Background: an optimization exercise with open tools, aiming at small area and a short achievable clock period. Do not read the settings as production practice. RTL that was checked went through simulation tests only; none was proved equivalent to the original. No driver is modelled on the clock port, so clock power and skew are understated where the tree is cut down; a real chip needs a root buffer or a tree. Power figures rest on the tool's default switching activity, not on a simulated workload.

==> module input_mux, before the edit <==
module input_mux(
    input  s,
    input  a,       
    input  b,       
    output y);
    assign y = s ? a : b;
endmodule
==> module pooler, before the edit <==
module pooler(
    input         clk,
    input         ce,
    input         master_rst,
    input  [7:0]  data_in,
    output [7:0]  data_out,
    output        valid_op,
    output        end_op
    );
    localparam NP = 13;               
    reg        c0;                    
    reg [3:0]  pc;                    
    reg        r;                     
    reg [3:0]  band;                  
    reg        valid_q, end_q;
    reg        shift_q;               
    reg [7:0]  h;
    reg [7:0]  o;
    reg [7:0]  sr [0:NP-2];
    integer    i;
    wire       sel_lo, sel_hi, h_take;
    comparator2 cmp(.a(data_in), .bn(~h), .nforce_a(c0 | r), .nforce_b(c0 | r),
                    .sel_a(sel_lo), .sel_b(sel_hi));
    wire [7:0] mx;
    genvar k;
    generate
        for (k = 0; k < 8; k = k + 1) begin : omux_
            input_mux u(.s(k < 4 ? sel_lo : sel_hi), .a(data_in[k]), .b(h[k]), .y(mx[k]));
        end
    endgenerate
    always @(posedge clk) begin
        o <= mx;
        if (ce && c0)
            h <= sr[NP-2];
        else if (ce && sel_hi)
            h <= data_in;
        if (shift_q) begin
            for (i = NP-2; i > 0; i = i-1)
                sr[i] <= sr[i-1];
            sr[0] <= o;
        end
    end
    wire       c0_n, r_n, valid_n, end_n;
    wire [3:0] pc_n, band_n;
    control_logic2 ctl(
        .c0(c0), .pc(pc), .r(r), .band(band),
        .c0_n(c0_n), .pc_n(pc_n), .r_n(r_n), .band_n(band_n),
        .valid_n(valid_n), .end_n(end_n));
    always @(posedge clk) begin
        if (master_rst) begin
            c0 <= 1'b0; pc <= 4'd0; r <= 1'b0; band <= 4'd0;
            valid_q <= 1'b0; end_q <= 1'b0; shift_q <= 1'b0;
        end else begin
            valid_q <= ce & valid_n;
            end_q   <= ce & end_n;
            shift_q <= ce & c0;
            if (ce) begin
                c0 <= c0_n; pc <= pc_n; r <= r_n; band <= band_n;
            end
        end
    end
    assign data_out = o;
    assign valid_op = valid_q;
    assign end_op   = end_q;
endmodule
export LEC_CHECK = 0
export CAP_MARGIN = 20
export CORE_MARGIN = 2
export CORE_UTILIZATION = 40
export SETUP_SLACK_MARGIN = 2.8
export SLEW_MARGIN = 20
export SYNTH_HIERARCHICAL = 1
create_clock -name core_clock -period 4.5 [get_ports {clk}]
standard.sh (not shown) runs the stock make flow with config.mk's settings and CLKGATE_MAP_FILE= SYNTH_SCRIPT=/design/flow/synth_recipe.tcl, a recipe that flattens the netlist after the stock synthesis.
==> flow/flow/run.sh <==
#!/bin/bash
# Own layout flow: the standard ORFS flow (standard synthesis,
# floorplan, power grid, taps, placement, routing unchanged), except
#  - port buffers of a plain buffer cell instead of a delay cell,
#  - resizing not restricted to the same cell footprint,
#  - the clock tree built by flow/cts.tcl instead of TritonCTS.
# Each tool's output goes to a log of its own in the work folder; ORFS also
# keeps each step's log under orfs/logs.
set -euo pipefail
KNOBS=(MATCH_CELL_FOOTPRINT=0 "BUFFER_PORTS_ARGS=-buffer_cell sky130_fd_sc_hd__buf_2")
bash standard.sh "${KNOBS[@]}" place > flow_place.log 2>&1
export PLATFORM_DIR=$FLOW_HOME/platforms/sky130hd
export RDIR=orfs/results/sky130hd/pooler/base
export DONT_USE="sky130_fd_sc_hd__probe_p_8 sky130_fd_sc_hd__probec_p_8 sky130_fd_sc_hd__lpflow_*"
export NLEAF=${NLEAF:-4} LEAFBUF=${LEAFBUF:-sky130_fd_sc_hd__clkbuf_16} ROOTBUF=${ROOTBUF:-sky130_fd_sc_hd__clkbuf_16}
export SETUP_MARGIN=${SETUP_MARGIN:-2.8}
openroad -no_init -exit flow/cts.tcl > flow_cts.log 2>&1
bash standard.sh "${KNOBS[@]}" finish > flow_finish.log 2>&1
Other scripts of this flow, unchanged in this note and not shown: flow/flow/cts.tcl
Rerun with:
--- a/flow/design.v
+++ b/flow/design.v
@@ -41,12 +41,4 @@
     cmp_l3 ua(.ngh(ng2[1]), .nph(np2[1]), .ngl(ng2[0]), .nforce(nforce_a), .sel(sel_a));
     cmp_l3 ub(.ngh(ng2[1]), .nph(np2[1]), .ngl(ng2[0]), .nforce(nforce_b), .sel(sel_b));
-endmodule
-`timescale 1ns / 1ps
-module input_mux(
-    input  s,
-    input  a,       
-    input  b,       
-    output y);
-    assign y = s ? a : b;
 endmodule
 `timescale 1ns / 1ps
@@ -94,19 +86,13 @@
     reg [7:0]  sr [0:NP-2];
     integer    i;
-    wire       sel_lo, sel_hi, h_take;
+    wire       sel, sel_e;
     comparator2 cmp(.a(data_in), .bn(~h), .nforce_a(c0 | r), .nforce_b(c0 | r),
-                    .sel_a(sel_lo), .sel_b(sel_hi));
-    wire [7:0] mx;
-    genvar k;
-    generate
-        for (k = 0; k < 8; k = k + 1) begin : omux_
-            input_mux u(.s(k < 4 ? sel_lo : sel_hi), .a(data_in[k]), .b(h[k]), .y(mx[k]));
-        end
-    endgenerate
+                    .sel_a(sel), .sel_b(sel_e));
+    wire [7:0] mx = sel ? data_in : h;
     always @(posedge clk) begin
         o <= mx;
         if (ce && c0)
             h <= sr[NP-2];
-        else if (ce && sel_hi)
+        else if (ce && sel_e)
             h <= data_in;
         if (shift_q) begin
Routed wire length rose by 2.4%.
Final area fell by 1.8%.
Power barely changes.
Clock skew barely changes.
Utilization fell by 0.45 points.
Setup slack gets better by 0.012 ns.
Via count rose by 3.2%.
Hold slack gets worse by 0.0048 ns.
First-iteration DRC count rose by 47%.
Global-route usage stays flat.
Critical path depth fell by 6.
Synthesized cell count rose by 3.6%.
No run of this note included a check of the RTL's function; only the layout flow was run. In every run of this note, the design's own scripts or RTL, not TritonCTS, make the clock network.

Another version of the RTL of pooler (not shown whole).
Size: about 210 cells after synthesis, roughly 120 flip-flops, roughly 4100 µm² of cells after synthesis.
==> module pooler, before the edit <==
module pooler(
    input         clk,
    input         ce,
    input         master_rst,
    input  [7:0]  data_in,
    output [7:0]  data_out,
    output        valid_op,
    output        end_op
    );
    localparam NP = 13;               
    reg        c0;                    
    reg [3:0]  pc;                    
    reg        r;                     
    reg [3:0]  band;                  
    reg        valid_q, end_q;
    reg [7:0]  m_q;
    reg [7:0]  sr [0:NP-2];
    integer    i;
    wire [7:0] x  = c0 ? m_q : (r ? sr[NP-2] : 8'd0);
    wire [7:0] mx = (data_in > x) ? data_in : x;
    always @(posedge clk) begin
        if (ce)
            m_q <= mx;
        if (ce && !c0) begin
            for (i = NP-2; i > 0; i = i-1)
                sr[i] <= sr[i-1];
            sr[0] <= m_q;
        end
    end
    always @(posedge clk) begin
        if (master_rst) begin
            c0 <= 1'b0; pc <= 4'd0; r <= 1'b0; band <= 4'd0;
            valid_q <= 1'b0; end_q <= 1'b0;
        end else begin
            valid_q <= ce & r & c0;
            end_q   <= ce & r & c0 & (pc == NP-1) & (band == NP-1);
            if (ce) begin
                c0 <= ~c0;
                if (c0) begin
                    if (pc == NP-1) begin
                        pc <= 4'd0;
                        r  <= ~r;
                        if (r)
                            band <= (band == NP-1) ? 4'd0 : band + 4'd1;
                    end else
                        pc <= pc + 4'd1;
                end
            end
        end
    end
    assign data_out = m_q;
    assign valid_op = valid_q;
    assign end_op   = end_q;
endmodule
clock: 4.5 ns
lec_check: 0
cap_margin: 20
core_margin: 2
core_utilization: 40
slew_margin: 20
run.sh (not shown) runs the stock make flow with config.mk's settings and CLKGATE_MAP_FILE= SYNTH_SCRIPT=/design/flow/synth_recipe.tcl, a recipe that flattens the netlist after the stock synthesis.
Stock flow here: none of the scripts above is used.
Edit:
--- a/flow/design.v
+++ b/flow/design.v
@@ -15,17 +15,18 @@
     reg [3:0]  band;                  
     reg        valid_q, end_q;
-    reg [7:0]  m_q;
+    reg [7:0]  h;
     reg [7:0]  sr [0:NP-2];
     integer    i;
-    wire [7:0] x  = c0 ? m_q : (r ? sr[NP-2] : 8'd0);
-    wire [7:0] mx = (data_in > x) ? data_in : x;
+    wire       gt  = data_in > h;
+    wire       sel = gt | (~c0 & ~r);  
+    wire [7:0] mx  = sel ? data_in : h;
     always @(posedge clk) begin
-        if (ce)
-            m_q <= mx;
-        if (ce && !c0) begin
+        if (ce && c0) begin
             for (i = NP-2; i > 0; i = i-1)
                 sr[i] <= sr[i-1];
-            sr[0] <= m_q;
-        end
+            sr[0] <= mx;
+            h     <= sr[NP-2];
+        end else if (ce && sel)
+            h <= data_in;
     end
     always @(posedge clk) begin
@@ -50,5 +51,5 @@
         end
     end
-    assign data_out = m_q;
+    assign data_out = sr[0];
     assign valid_op = valid_q;
     assign end_op   = end_q;
The new run completed without violations.
Core utilization goes up by 0.11 points.
Wire length climbs by 1.4%.
Final area barely changes.
Register-to-register slack gains 0.79 ns.
Via count came out higher by 2.3%.
Area after synthesis rose by 0.71%.
First-iteration DRC count decreases by 8.9%.
Combinational power decreases by about 10%.
Hold slack stays flat.
Maximum frequency rose by 13%.
Non-clock buffer count is unchanged.
The RTL of the second run of this note was laid out without a check of its function.

==> port drivers added, routing unchanged <==
Ports are ideal in the flow. The routed layouts listed here were re-timed in OpenROAD.
Step 1 (the two cells are an assumption about what drives the block):
set clk [get_ports {clk}]
set_driving_cell -lib_cell sky130_fd_sc_hd__clkbuf_16 $clk
set_driving_cell -lib_cell sky130_fd_sc_hd__buf_2 [delete_from_list [all_inputs] $clk]
Step 2 also shifts input and output timing later by t, the mid clock arrival at the registers, as if the neighbouring blocks saw the same clock.
Three values: no drivers, after step 1, after step 2; two values: the first two.
| run | t (ns) | slack for setup (ns) | worst hold slack (ns) | latest minus earliest clock arrival (ns) |
|---|---|---|---|---|
| the first run of note 1 | 0.361 | 2.758 / 2.726 / 2.365 | 0.423 / 0.423 / 0.423 | 0.012 / 0.011 |
| the second run of note 1 | 0.359 | 2.770 / 2.738 / 2.427 | 0.418 / 0.418 / 0.418 | 0.011 / 0.010 |
| the first run of note 2 | 0.530 | 1.495 / 1.495 / 1.439 | 0.413 / 0.413 / 0.413 | 0.012 / 0.011 |
| the second run of note 2 | 0.532 | 1.841 / 1.844 / 1.312 | 0.415 / 0.415 / 0.415 | 0.015 / 0.015 |
After both steps every run listed still meets setup and hold. The setup slack of the second run of note 2, which loses most, moves by +0.003 ns with the drivers and by -0.529 ns with both steps.
